Source: an optimization exercise on an open RTL-to-GDS flow (aim: small area, a short achievable clock period and few clock cycles). Production flows keep margins and buffers that such runs may drop.
No functional check of the RTL was part of any run shown here.

==> design.v <==
`timescale 1ns / 1ps
module divisor_clk #(parameter WIDTH = 24,
                 parameter WIDTHZ = (WIDTH*2))
(
    input logic clk,
    input logic arst,
    input logic start,
    input logic [WIDTH-1:0] a,
    input logic [WIDTH-1:0] b,
    output logic done,
    output logic div_by_zero,
    output logic [WIDTH-1:0] q,
    output logic [WIDTH-1:0] f,
    output logic [WIDTHZ-1:0] z
);
    localparam K = 7;
    logic             busy;
    logic [2:0]       cnt;         
    logic [WIDTH-1:0] rem;         
    logic [WIDTH-1:0] div;         
    logic [WIDTHZ-1:0] qd;         
    logic             dz;          
    assign dz = (div == '0);
    logic [WIDTH-1:0]  rem_init;
    logic [WIDTHZ-1:0] qd_init;
    logic [2:0]       cnt_init;
    always_comb begin
        rem_init = '0;
        qd_init  = {1'b0, a, 23'b0};
        cnt_init = 3'd6;
        if ((|b[23:13])) begin
            rem_init = {13'b0, a[23:11]};
            qd_init  = {a[10:0], 37'b0};
            cnt_init = 3'd4;
        end
        if ((|b[23:20])) begin
            rem_init = {20'b0, a[23:4]};
            qd_init  = {a[3:0], 44'b0};
            cnt_init = 3'd3;
        end
    end
    logic [WIDTH-1:0]  r_s [0:K];
    logic [WIDTHZ-1:0] q_s [0:K];
    assign r_s[0] = rem;
    assign q_s[0] = qd;
    for (genvar i = 0; i < K; i++) begin : g_step
        logic [WIDTH:0] x, y, t;
        logic qb;
        assign x = {r_s[i], q_s[i][WIDTHZ-1]};
        assign y = {1'b0, div};
        assign t = x - y;
        assign qb = ~t[WIDTH];
        assign r_s[i+1] = qb ? t[WIDTH-1:0] : x[WIDTH-1:0];
        assign q_s[i+1] = {q_s[i][WIDTHZ-2:0], qb};
    end
    always_ff @(posedge clk or posedge arst) begin
        if (arst) begin
            busy <= 1'b0;
            done <= 1'b0;
            cnt <= '0;
            div_by_zero <= 1'b0;
        end else begin
            done <= 1'b0;
            if (busy) begin
                div_by_zero <= dz;
                if (cnt == 0 || dz) begin
                    busy <= 1'b0;
                    done <= 1'b1;
                end
                cnt <= cnt - 1'b1;
            end else if (start) begin
                busy <= 1'b1;
                cnt <= cnt_init;
            end
        end
    end
    always_ff @(posedge clk) begin
        div <= b;
        if (busy) begin
            rem <= r_s[K];
            qd  <= dz ? '0 : q_s[K];
        end else begin
            rem <= rem_init;
            qd  <= qd_init;
        end
    end
    assign q = qd[WIDTHZ-1:WIDTH];
    assign f = qd[WIDTH-1:0];
    assign z = qd;
endmodule
==> run.sh <==
#!/bin/bash
# synth_recipe.tcl (not shown) runs the flow's synth.tcl, then flattens the netlist and writes it again
# the make line also repeats each setting of config.mk as NAME=value (left out here)
make -C /OpenROAD-flow-scripts/flow DESIGN_CONFIG=/design/flow/config.mk WORK_HOME=/design/flow/orfs CLKGATE_MAP_FILE= SYNTH_SCRIPT=/design/flow/synth_recipe.tcl finish
==> config.mk <==
export PLATFORM = sky130hd
export DESIGN_NAME = divisor_clk
export DESIGN_NICKNAME = divisor_clk
export VERILOG_FILES = /design/flow/design.v
export SDC_FILE = /design/flow/constraint.sdc
export NUM_CORES = 4
export LEC_CHECK = 0
export ABC_AREA = 1
export CAP_MARGIN = 20
export CORE_MARGIN = 2
export CORE_UTILIZATION = 40
export PLACE_DENSITY = 0.6
export SLEW_MARGIN = 20
==> constraint.sdc <==
create_clock -name core_clock -period 110.0 [get_ports {clk}]
set_input_delay 22.0000 -clock core_clock [delete_from_list [all_inputs] [get_ports {clk}]]
set_output_delay 22.0000 -clock core_clock [all_outputs]
set_load 0.01 [all_outputs]
==> results.tsv, run 1 <==
metric	value	unit
gp_congestion	0.9241	
cts_buffers	9	
fin_nets	2465	
drc	0	
synth.yosys.warnings	3	
syn-num-nets	2386	
yosysUniqueCellTypes	51	
critical_path_peak_fanout	14	
setup_violations	0	
synth_top_cells_by_area	ha_1 15%, nand2_1 14%, dfxtp_1 14%, inv_1 7.2%, a21oi_1 6.7%	
area_growth	13.46	%
final_cell_mix	519 x nand2_1, 264 x inv_1, 185 x a21oi_1, 175 x o21ai_0, 170 x ha_1	
status	complete, no violations	
vias	14420	
crit_buf_inv	3	
via_per_inst	5.348	
crit_path_max_incr_delay	730	ps
start_kind	primary input	
grt_pass1_wl	74020	µm
dpl.hpwl	39360	µm
cts.sinks	102	
required	110300	ps
fmax	0.04086	GHz
drive_gt1_share	3.747	%
cts-resized-gates	0	
die_h	189.7	µm
postCtsSetupBuffers	0	
seq_area_frac_synth	15.02	%
drv_slew	0	
io_pins	149	
cts_max_level	3	
worstSetupPathType	in -> reg	
reg2reg_depth	93	
initial_core_util	40.24	%
hold_viol	0	
fillCellCount	3608	
antenna_found_initial	0	
avgSynthCellArea	6.394	µm²
portBuffers	148	
wl	48260	µm
worst_path_max_delay_cell	nor2_1	
num_rows	68	
cap_violations	0	
insertion_delay	350	ps
finClkSkew	13.50	ps
hold_buffers	0	
root_buffer	clkbuf_16	
hold_class	reg -> reg	
first_pass_iters	6	
cpLargestDelayFamily	simple AND/OR/NAND/NOR gates	
grt_max_degree	51	
min_period	24470	ps
yosysTopAreaCellShare	15.42	%
end_kind	flip-flop	
synth_top_area_cell	ha_1	
diodes	0	
netlist_area	13800	µm²
period_share	22.25	%
die-area	36000	µm²
gr-usage-all-layers	26.37	%
final_common_cell	nand2_1	
clk_pin_slew_worst_paths	80	ps
ys.flop_type	dfxtp_1	
grt_pass1_vias	13730	
slew_headroom	26.15	%
tightest_slew	1108	ps
arrival	24770	ps
fin_tns_setup	0	ps
hold-path-cell-count	2	
drtIter0Drc	1191	
path_cells	clkdlybuf4s50_1, nor4_1, nand2_1, nor2_1, inv_1, o22ai_1, inv_1, nand2_1	
ant_nets	0	
cts_buffer_depth	2	
core_area	34290	µm²
post_drt_wl_per_cell	17.90	µm
dieWidth	189.7	µm
async_flop_share	5.882	%
synth_cells	2158	
whs	451.8	ps
ys_ff_latch	102	
cp.depth	8	
synth_edf_count	0	
rsz0062_at_grt	false	
grt.overflow.total	0	
cts_tree	done	
registers in the layout, summed over array words and instances (netlist names):
signal and cells:
done 1, div_by_zero 1, rem 24, cnt 3, busy 1, qd 48, div 24
area by class of cell:
type,count,area (µm²),area share [%]
Clock buffer,9,225.2,1.439
Inverter,268,1006,6.426
Timing Repair Buffer,159,1564,9.990
Tap cell,455,569.3,3.637
Sequential cell,102,2072,13.24
Clock inverter,7,92.59,0.5914
Multi-Input combinational cell,1697,10130,64.68
final timing paths:
check	from	to	slack [ps]
max	b[20]	rem[2]	85530
min	qd[1]	qd[8]	450
max reg2reg	div[1]	rem[23]	90290
min reg2reg	qd[1]	qd[8]	450
max in group asynchronous	arst	cnt[2]	87900
min in group asynchronous	arst	cnt[1]	21890
tightest hold or removal path: stages (launching register included):
cell and delay (ps):
dfxtp_1 330, inv_1 50, nor2_1 30
cell usage after synthesis (4+ instances only):
cell        n
nand2_1   519
inv_1     264
a21oi_1   185
o21ai_0   175
ha_1      170
nor2_1    123
nand3_1   117
dfxtp_1    96
xor2_1     80
xnor2_1    69
buf_4      53
o21ai_1    32
buf_2      22
nor3_1     21
nand2_2    19
nor4_1     18
o221ai_1   18
nand4_1    15
clkbuf_1   13
a31oi_1    12
o21bai_1   12
nand3_2    11
a22oi_1    10
o21a_1     10
a21o_1      9
fa_1        7
nor2_2      7
o211ai_1    7
dfrtp_1     6
o22ai_1     6
o31ai_1     5
or2_2       5
a211oi_1    4
nand2_4     4
or2_1       4
logic make-up (layout without fill, tap and decap cells):
kind of cell	Yosys count	count (layout)	synth area share, %
flops	102	102	15.02
compound gates	500	500	20.22
fa+ha+maj	177	177	16.43
simple gates	871	871	27.28
buf+inv	359	443	11.60
xor+xnor	149	149	9.458
per-stage QoR:
step	std cells	setup slack, ps	instance area (µm²)	util (%)
after floorplan	2158	86610	13800	-
after global placement	2681	85250	15340	44.73
after detailed placement	2681	85240	15340	44.73
after CTS	2697	85610	15660	45.66
after global routing	2697	85200	15660	45.66
final	2697	85530	15660	45.66
per-layer routing:
layer | up-vias | wire (µm) | track usage [%]
met1 | 6588 | 21980 | 35.29
li1 | 7361 | - | -
met2 | 406 | 22380 | 44.91
met5 | - | 0 | 0
met4 | 0 | 1163 | 6.798
met3 | 68 | 2743 | 3.173
==> run 2, diff against run 1 <==
--- a/design.v
+++ b/design.v
@@ -48,7 +48,31 @@
         logic qb;
         assign x = {r_s[i], q_s[i][WIDTHZ-1]};
         assign y = {1'b0, div};
-        assign t = x - y;
+        localparam G = 4;
+        localparam NG = (WIDTH + 1 + G - 1) / G;
+        logic [NG*G-1:0] xx, yy, d0, d1;
+        logic [NG:0] bw;
+        assign xx = {{(NG*G-WIDTH-1){1'b0}}, x};
+        assign yy = {{(NG*G-WIDTH-1){1'b0}}, y};
+        assign bw[0] = 1'b0;
+        for (genvar j = 0; j < NG; j++) begin : g_grp
+            logic [G:0] b0, b1;
+            assign b0[0] = 1'b0;
+            assign b1[0] = 1'b1;
+            for (genvar k = 0; k < G; k++) begin : g_b
+                assign b0[k+1] = (~xx[j*G+k] & yy[j*G+k]) | (~(xx[j*G+k] ^ yy[j*G+k]) & b0[k]);
+                assign b1[k+1] = (~xx[j*G+k] & yy[j*G+k]) | (~(xx[j*G+k] ^ yy[j*G+k]) & b1[k]);
+            end
+            assign d0[j*G +: G] = xx[j*G +: G] ^ yy[j*G +: G] ^ b0[G-1:0];
+            assign d1[j*G +: G] = xx[j*G +: G] ^ yy[j*G +: G] ^ b1[G-1:0];
+            assign bw[j+1] = bw[j] ? b1[G] : b0[G];
+        end
+        for (genvar j = 0; j < NG; j++) begin : g_sel
+            if (j*G <= WIDTH) begin : g_s
+                localparam HI = (j*G+G-1 > WIDTH) ? WIDTH : j*G+G-1;
+                assign t[HI:j*G] = bw[j] ? d1[HI:j*G] : d0[HI:j*G];
+            end
+        end
         assign qb = ~t[WIDTH];
         assign r_s[i+1] = qb ? t[WIDTH-1:0] : x[WIDTH-1:0];
         assign q_s[i+1] = {q_s[i][WIDTHZ-2:0], qb};
==> run 2 against run 1 <==
Flip-flop and latch count stayed put. Sequential share of layout area is 3.2 points higher. Critical endpoint is now rem[11]. Largest cell class unchanged. Critical path depth is 225 higher. First-iteration DRC count is 50% lower.
==> results.tsv, run 2 <==
metric	value	unit	change
cts_tree	done		
first_pass_iters	5		-1
ys_ff_latch	102		unchanged
drtIter0Drc	597		-50%
core_area	26950	µm²	-21%
fillCellCount	2644		-27%
tightest_slew	1083	ps	-24.54 ps
crit_start	div[0]		
seqCellArea	2072	µm²	unchanged
finClkSkew	21.16	ps	+7.654 ps
hold_class	reg -> reg		
cap_violations	0		unchanged
die_h	169.7	µm	-11%
fin_tns_setup	0	ps	unchanged
final_common_cell	nand2_1		
wl	31800	µm	-34%
drv_slew	0		unchanged
async_flop_share	5.882	%	unchanged
gr-usage-all-layers	23.00	%	-3.4 points
min_period	50510	ps	+26040 ps
clk_pin_slew_worst_paths	80	ps	about the same
via_per_inst	5.080		-5.0%
cts_buffer_depth	2		unchanged
post_drt_wl_per_cell	17.27	µm	-3.5%
yosysUniqueCellTypes	43		-16%
cts_buffers	9		unchanged
top_regs	qd: 48 flops, div: 24 flops, rem: 24 flops		
synth_cells	1421		-34%
insertion_delay	380	ps	+30 ps
syn-num-nets	1677		-30%
dieWidth	169.7	µm	-11%
worstSetupPathType	reg -> reg		
fin_nets	1751		-29%
dpl.hpwl	25170	µm	-36%
rsz0062_at_grt	false		
period_share	45.92	%	+24 points
num_rows	60		-12%
cts-resized-gates	0		unchanged
initial_core_util	40.77	%	+0.52 points
worstHoldStart	qd[10]		
diodes	0		unchanged
synth_top_area_cell	dfxtp_1		
required	110240	ps	-60 ps
io_pins	149		unchanged
grt.overflow.total	0		unchanged
vias	9352		-35%
largest_reg_flops	48		unchanged
arrival	50750	ps	+25980 ps
ys.flop_type	dfxtp_1		
crit_path_max_incr_delay	570	ps	-160 ps
setup_violations	0		unchanged
status	complete, no violations		
regMostFlops	qd		
end_kind	flip-flop		
worst_path_max_delay_cell	dfxtp_1		
grt_max_degree	42		-18%
avgSynthCellArea	7.732	µm²	+21%
synth.yosys.warnings	3		unchanged
critical_path_peak_fanout	41		+27
netlist_area	10990	µm²	-20%
die-area	28810	µm²	-20%
hold_buffers	0		unchanged
gp_congestion	0.8489		-8.1%
seq_area_frac_synth	18.86	%	+3.8 points
finish.utilization	46.89	%	+1.2 points
synth_edf_count	0		unchanged
yosysTopAreaCellShare	17.49	%	+2.1 points
grt_pass1_vias	9339		-32%
cts.sinks	102		unchanged
area_growth	15.03	%	
synth_top_cells_by_area	dfxtp_1 17%, ha_1 17%, fa_1 9.5%, nand2_1 8.5%, inv_1 6.2%		
start_kind	flip-flop		
synthTopCellsByCount	249 x nand2_1, 182 x inv_1, 153 x ha_1		
crit_top_cell	fa_1		
fmax	0.01980	GHz	-52%
ant_nets	0		unchanged
drive_gt1_share	5.533	%	+1.8 points
grt_pass1_wl	51320	µm	-31%
hold_viol	0		unchanged
multiInputGateArea	7632	µm²	-25%
synth_most_common_cell	nand2_1		
r2r-start	div[0]		
postCtsSetupBuffers	0		unchanged
cts_max_level	3		unchanged
final_cell_mix	249 x nand2_1, 182 x inv_1, 153 x ha_1, 148 x clkdlybuf4s50_1, 96 x dfxtp_1		
drc	0		unchanged
antenna_found_initial	0		unchanged
slew_headroom	27.79	%	+1.6 points
portBuffers	148		unchanged
root_buffer	clkbuf_16		
-- run 2: path summary, 6_finish.rpt --
kind,to,slack (ps),cells past startpoint
max,rem[11],59490,233
min,qd[17],460,2
max reg2reg,rem[11],59490,233
min reg2reg,qd[17],460,2
max in group asynchronous,div_by_zero,87970,2
min in group asynchronous,cnt[0],21850,2
-- run 2: logic make-up (layout without fill, tap and decap cells) --
group / count (synthesis) / in the layout / share of synthesized area [%]
mux: 2 / 2 / 0.1822
buf+inv: 277 / 356 / 11.72
simple gates: 453 / 453 / 18.85
flops: 102 / 102 / 18.86
compound gates: 282 / 282 / 15.52
xor+xnor: 100 / 100 / 7.972
fa+ha+maj: 205 / 205 / 26.90
-- run 2: layout make-up --
cell class / instances / share of cell area, %
Clock buffer: 9 / 1.782
Clock inverter: 7 / 0.5247
Inverter: 189 / 5.633
Multi-Input combinational cell: 1042 / 60.39
Sequential cell: 102 / 16.39
Tap cell: 341 / 3.376
Timing Repair Buffer: 151 / 11.90
-- run 2: metrics by stage --
stage	std cells	instance area [µm²]	hold slack [ps]	setup slack (ps)
4_1_cts	1841	12630	454.8	59640
5_1_grt	1841	12640	479.8	55720
2_1_floorplan	1421	10990	464.9	63650
3_3_place_gp	1825	12340	440.6	60450
6_report	1841	12640	457.0	59490
3_5_place_dp	1825	12340	435.6	59780
-- run 2: worst max-delay path, delay by kind of cell, from the launching register on --
family	cells	cell delay, ps
adder cells (fa/ha/maj)	57	22650
AO/OA/AOI/OAI	106	18020
AND/OR/NAND/NOR	54	7060
buffers and inverters	12	1320
XOR/XNOR	4	630
flip-flops	1	570
-- run 2: per-layer routing --
| metal | global-route usage, % | vias to the layer above | share of wire, % |
|---|---|---|---|
| met2 | 36.95 | 269 | 44 |
| met5 | 0 | - | 0 |
| met3 | 3.078 | 20 | 5.6 |
| li1 | - | 4716 | - |
| met1 | 33.15 | 4347 | 49 |
| met4 | 4.311 | 0 | 1.1 |
==> run 3, diff against run 2 <==
==> design.v (replaced) <==
`timescale 1ns / 1ps
module divisor_clk #(parameter WIDTH = 24,
                 parameter WIDTHZ = (WIDTH*2))
(
    input logic clk,
    input logic arst,
    input logic start,
    input logic [WIDTH-1:0] a,
    input logic [WIDTH-1:0] b,
    output logic done,
    output logic div_by_zero,
    output logic [WIDTH-1:0] q,
    output logic [WIDTH-1:0] f,
    output logic [WIDTHZ-1:0] z
);
    localparam K = 2;
    logic             busy;
    logic [4:0]       cnt;         
    logic [WIDTH-1:0] rem;         
    logic [WIDTH-1:0] div;         
    logic [WIDTHZ-1:0] qd;         
    logic b_zero;
    logic [WIDTH-1:0]  rem_init;
    logic [WIDTHZ-1:0] qd_init;
    logic [4:0]       cnt_init;
    assign b_zero = (b == 0);
    logic ok22;
    assign ok22 = (a[23:2] < b);
    logic ok34;
    assign ok34 = ({a, 10'b0} < {10'b0, b});
    always_comb begin
        rem_init = '0;
        qd_init  = {a, 24'b0};
        cnt_init = 5'd23;
        if (ok22) begin
            rem_init = {22'b0, a[23:2]};
            qd_init  = {a[1:0], 46'b0};
            cnt_init = 5'd12;
        end
        if (ok34) begin
            rem_init = {a[13:0], 10'b0};
            qd_init  = '0;
            cnt_init = 5'd6;
        end
    end
    logic [WIDTH-1:0]  r_s [0:K];
    logic [WIDTHZ-1:0] q_s [0:K];
    assign r_s[0] = rem;
    assign q_s[0] = qd;
    for (genvar i = 0; i < K; i++) begin : g_step
        logic [WIDTH:0] x, y, t;
        logic qb;
        assign x = {r_s[i], q_s[i][WIDTHZ-1]};
        assign y = {1'b0, div};
        logic [WIDTH+1:0] bw;
        assign bw[0] = 1'b0;
        for (genvar j = 0; j <= WIDTH; j++) begin : g_bit
            assign bw[j+1] = (~x[j] & y[j]) | (~(x[j] ^ y[j]) & bw[j]);
        end
        assign t = x ^ y ^ bw[WIDTH:0];
        assign qb = ~t[WIDTH];
        assign r_s[i+1] = qb ? t[WIDTH-1:0] : x[WIDTH-1:0];
        assign q_s[i+1] = {q_s[i][WIDTHZ-2:0], qb};
    end
    always_ff @(posedge clk or posedge arst) begin
        if (arst) begin
            busy <= 1'b0;
            done <= 1'b0;
            cnt <= '0;
            div_by_zero <= 1'b0;
        end else begin
            done <= 1'b0;
            if (busy) begin
                if (cnt == 0) begin
                    busy <= 1'b0;
                    done <= 1'b1;
                end
                cnt <= cnt - 1'b1;
            end else if (start) begin
                div_by_zero <= b_zero;
                if (b_zero) begin
                    done <= 1'b1;
                end else begin
                    busy <= 1'b1;
                    cnt <= cnt_init;
                end
            end
        end
    end
    always_ff @(posedge clk) begin
        div <= b;
        if (busy) begin
            rem <= r_s[K];
            qd  <= q_s[K];
        end else if (b_zero) begin
            rem <= '0;
            qd  <= '0;
        end else begin
            rem <= rem_init;
            qd  <= qd_init;
        end
    end
    assign q = qd[WIDTHZ-1:WIDTH];
    assign f = qd[WIDTH-1:0];
    assign z = qd;
endmodule
--- a/config.mk
+++ b/config.mk
@@ -5,7 +5,6 @@
 export SDC_FILE = /design/flow/constraint.sdc
 export NUM_CORES = 4
 export LEC_CHECK = 0
-export ABC_AREA = 1
 export CAP_MARGIN = 20
 export CORE_MARGIN = 2
 export CORE_UTILIZATION = 40
==> run 3 against run 2 <==
Non-clock buffer count grew 2. Fmax increased by 100%. Still clean. Critical path depth is 225 lower. Design area shrank 39%.
==> results.tsv, run 3 <==
metric	value	unit	change
regMostFlops	qd		
io_pins	149		unchanged
num_rows	45		-25%
synth_top_cells_by_area	dfxtp_1 31%, fa_1 15%, ha_1 7.9%, buf_4 6.4%, mux2_2 4.0%		
gp_congestion	0.8867		+4.5%
cts_max_level	3		unchanged
grt.overflow.total	0		unchanged
dpl.hpwl	12840	µm	-49%
synth_edf_count	0		unchanged
yosysUniqueCellTypes	51		+19%
cts.sinks	104		+2.0%
postCtsSetupBuffers	0		unchanged
synth.yosys.warnings	3		unchanged
netlist_area	6147	µm²	-44%
fin_tns_setup	0	ps	unchanged
post_drt_wl_per_cell	19.16	µm	+11%
core_area	15090	µm²	-44%
diodes	0		unchanged
dpl_worst_slack	84810	ps	+25030 ps
final_cell_mix	148 x clkdlybuf4s50_1, 96 x dfxtp_1, 55 x inv_1, 46 x fa_1, 39 x ha_1		
async_flop_share	7.692	%	+1.8 points
cap_violations	0		unchanged
die_h	128.0	µm	-25%
stdcell_area	7742	µm²	-39%
final_common_cell	clkdlybuf4s50_1		
synth_most_common_cell	dfxtp_1		
required	110300	ps	+60 ps
rsz0062_at_grt	false		
seq_area_frac_synth	34.52	%	+16 points
worstSetupPathType	in -> reg		
hold-path-cell-count	1		-1
via_per_inst	5.249		+3.3%
root_buffer	clkbuf_16		
top_regs	qd: 48 flops, div: 24 flops, rem: 24 flops		
clk_pin_slew_worst_paths	80	ps	about the same
min_period	24860	ps	-25650 ps
status	complete, no violations		
fillCellCount	1397		-47%
tightest_slew	869.1	ps	-214.1 ps
cts_buffers	9		unchanged
grt_max_degree	58		+38%
hold_buffers	0		unchanged
vias	4504		-52%
insertion_delay	360	ps	-20 ps
drv_slew	0		unchanged
drtIter0Drc	216		-64%
synth_cells	568		-60%
grt_pass1_vias	4675		-50%
synthTopCellsByCount	96 x dfxtp_1, 55 x inv_1, 52 x buf_4		
slew_headroom	41.75	%	+14 points
wl	16440	µm	-48%
die-area	16380	µm²	-43%
gr-usage-all-layers	20.89	%	-2.1 points
ant_nets	0		unchanged
ys_ff_latch	104		+2.0%
antenna_found_initial	0		unchanged
drc	0		unchanged
dieWidth	128.0	µm	-25%
synth_top_area_cell	dfxtp_1		
area_growth	25.95	%	
fmax	0.04022	GHz	+100%
fin_ws	85140	ps	+25650 ps
first_pass_iters	4		-1
hold_viol	0		unchanged
place_area	7436	µm²	-40%
yosysTopAreaCellShare	31.26	%	+14 points
setup_violations	0		unchanged
drive_gt1_share	7.612	%	+2.1 points
hold_class	reg -> reg		
fin_nets	801		-54%
largest_reg_flops	48		unchanged
arrival	25160	ps	-25590 ps
period_share	22.60	%	-23 points
critical_path_peak_fanout	12		-71%
grt_pass1_wl	25900	µm	-50%
avgSynthCellArea	10.82	µm²	+40%
initial_core_util	40.74	%	about the same
cts-resized-gates	0		unchanged
start_kind	primary input		
finClkSkew	6.229	ps	-14.93 ps
reg2reg_depth	56		-76%
syn-num-nets	704		-58%
cts_tree	done		
cts_buffer_depth	2		unchanged
ys.flop_type	dfxtp_1		
end_kind	flip-flop		
portBuffers	148		unchanged
run 3: cell types whose count changed after synthesis, sizes merged, moves of 22 or more:
cell | previous run | this run
o21ai | 141 | 14
nand2 | 271 | 16
ha | 153 | 39
inv | 188 | 55
nand3 | 78 | 7
xnor2 | 77 | 0
a21o | 50 | 6
mux2i | 2 | 24
and2 | 0 | 27
mux2 | 0 | 22
nor2 | 73 | 25
run 3: path summary, 6_finish.rpt:
path | endpoint | slack (ps) | from
hold reg to reg | qd[4] | 480 | qd[2]
hold / removal | qd[4] | 480 | qd[2]
min in group asynchronous | div_by_zero | 21900 | arst
setup reg to reg | rem[11] | 88560 | qd[47]
setup / recovery | rem[13] | 85140 | a[5]
max in group asynchronous | cnt[0] | 87850 | arst
run 3: layer usage:
| layer | vias to the layer above | global-route usage (%) | routed length [µm] |
|---|---|---|---|
| li1 | 2125 | - | - |
| met1 | 2221 | 28.12 | 7387 |
| met2 | 138 | 34.66 | 7960 |
| met3 | 20 | 3.339 | 824 |
| met4 | 0 | 6.529 | 266 |
| met5 | - | 0 | 0 |
run 3: stage by stage:
| stage | instances | utilization [%] | hold slack, ps |
|---|---|---|---|
| after floorplan | 568 | - | 467.2 |
| after global placement | 842 | 49.22 | 470.7 |
| after detailed placement | 842 | 49.28 | 474.8 |
| after CTS | 858 | 51.31 | 486.5 |
| after global routing | 858 | 51.31 | 516.1 |
| final | 858 | 51.31 | 476.5 |
run 3: critical path: stages:
cell and delay, ps:
clkdlybuf4s50_1 700, ha_1 320, a21o_1 180, a221oi_1 550
o211ai_1 260, a21oi_4 360, and2_1 530, a221o_1 250
run 3: logic make-up after synthesis:
logic type                 share of synthesized area (%)
DFF                                                34.52
adders and majority gates                          22.92
xor gates and xnor gates                          0.8142
muxes                                              7.938
buffers and inverters                              11.07
AOI/OAI and AO/OA                                  13.21
and+or+nand+nor                                    9.526
run 3: area by class of cell:
type                    count  area (µm²)  share of cell area [%]
inverters                  55       206.4                   2.666
clock buffers               9       225.2                   2.909
repair buffers            153        1519                   19.62
flip-flops and latches    104        2122                   27.41
multi-input cells         342        3353                   43.31
well taps                 188       235.2                   3.038
clock inverters             7       81.33                   1.050

[static timing again, ports no longer ideal]
How much do the figures lean on ideal ports? The routed layouts below were timed once more, with nothing changed but the port constraints.
Step 1: set_driving_cell puts a clkbuf_16 on clk and a buf_2 on each other input, an assumption about the parent block.
Step 2 adds t to the input delays and takes it off the output delays; t is the mean of the earliest and latest rising clock arrival at the registers after step 1. Input paths then give back, and output paths get back, about the clock's delay inside the block.
Three values: ideal, step 1, step 2; two values: the first two.
run | shift t [ns] | slack for setup (ns) | cell pins on the clock port's net
run 1 | 0.387 | 85.527 / 85.547 / 85.160 | 1
run 2 | 0.414 | 59.488 / 59.488 / 59.488 | 1
run 3 | 0.398 | 85.139 / 85.154 / 84.756 | 1
After both steps every run listed still meets setup and hold. For run 3, which loses most, drivers alone change the setup slack by +0.015 ns; drivers and shift together by -0.383 ns.
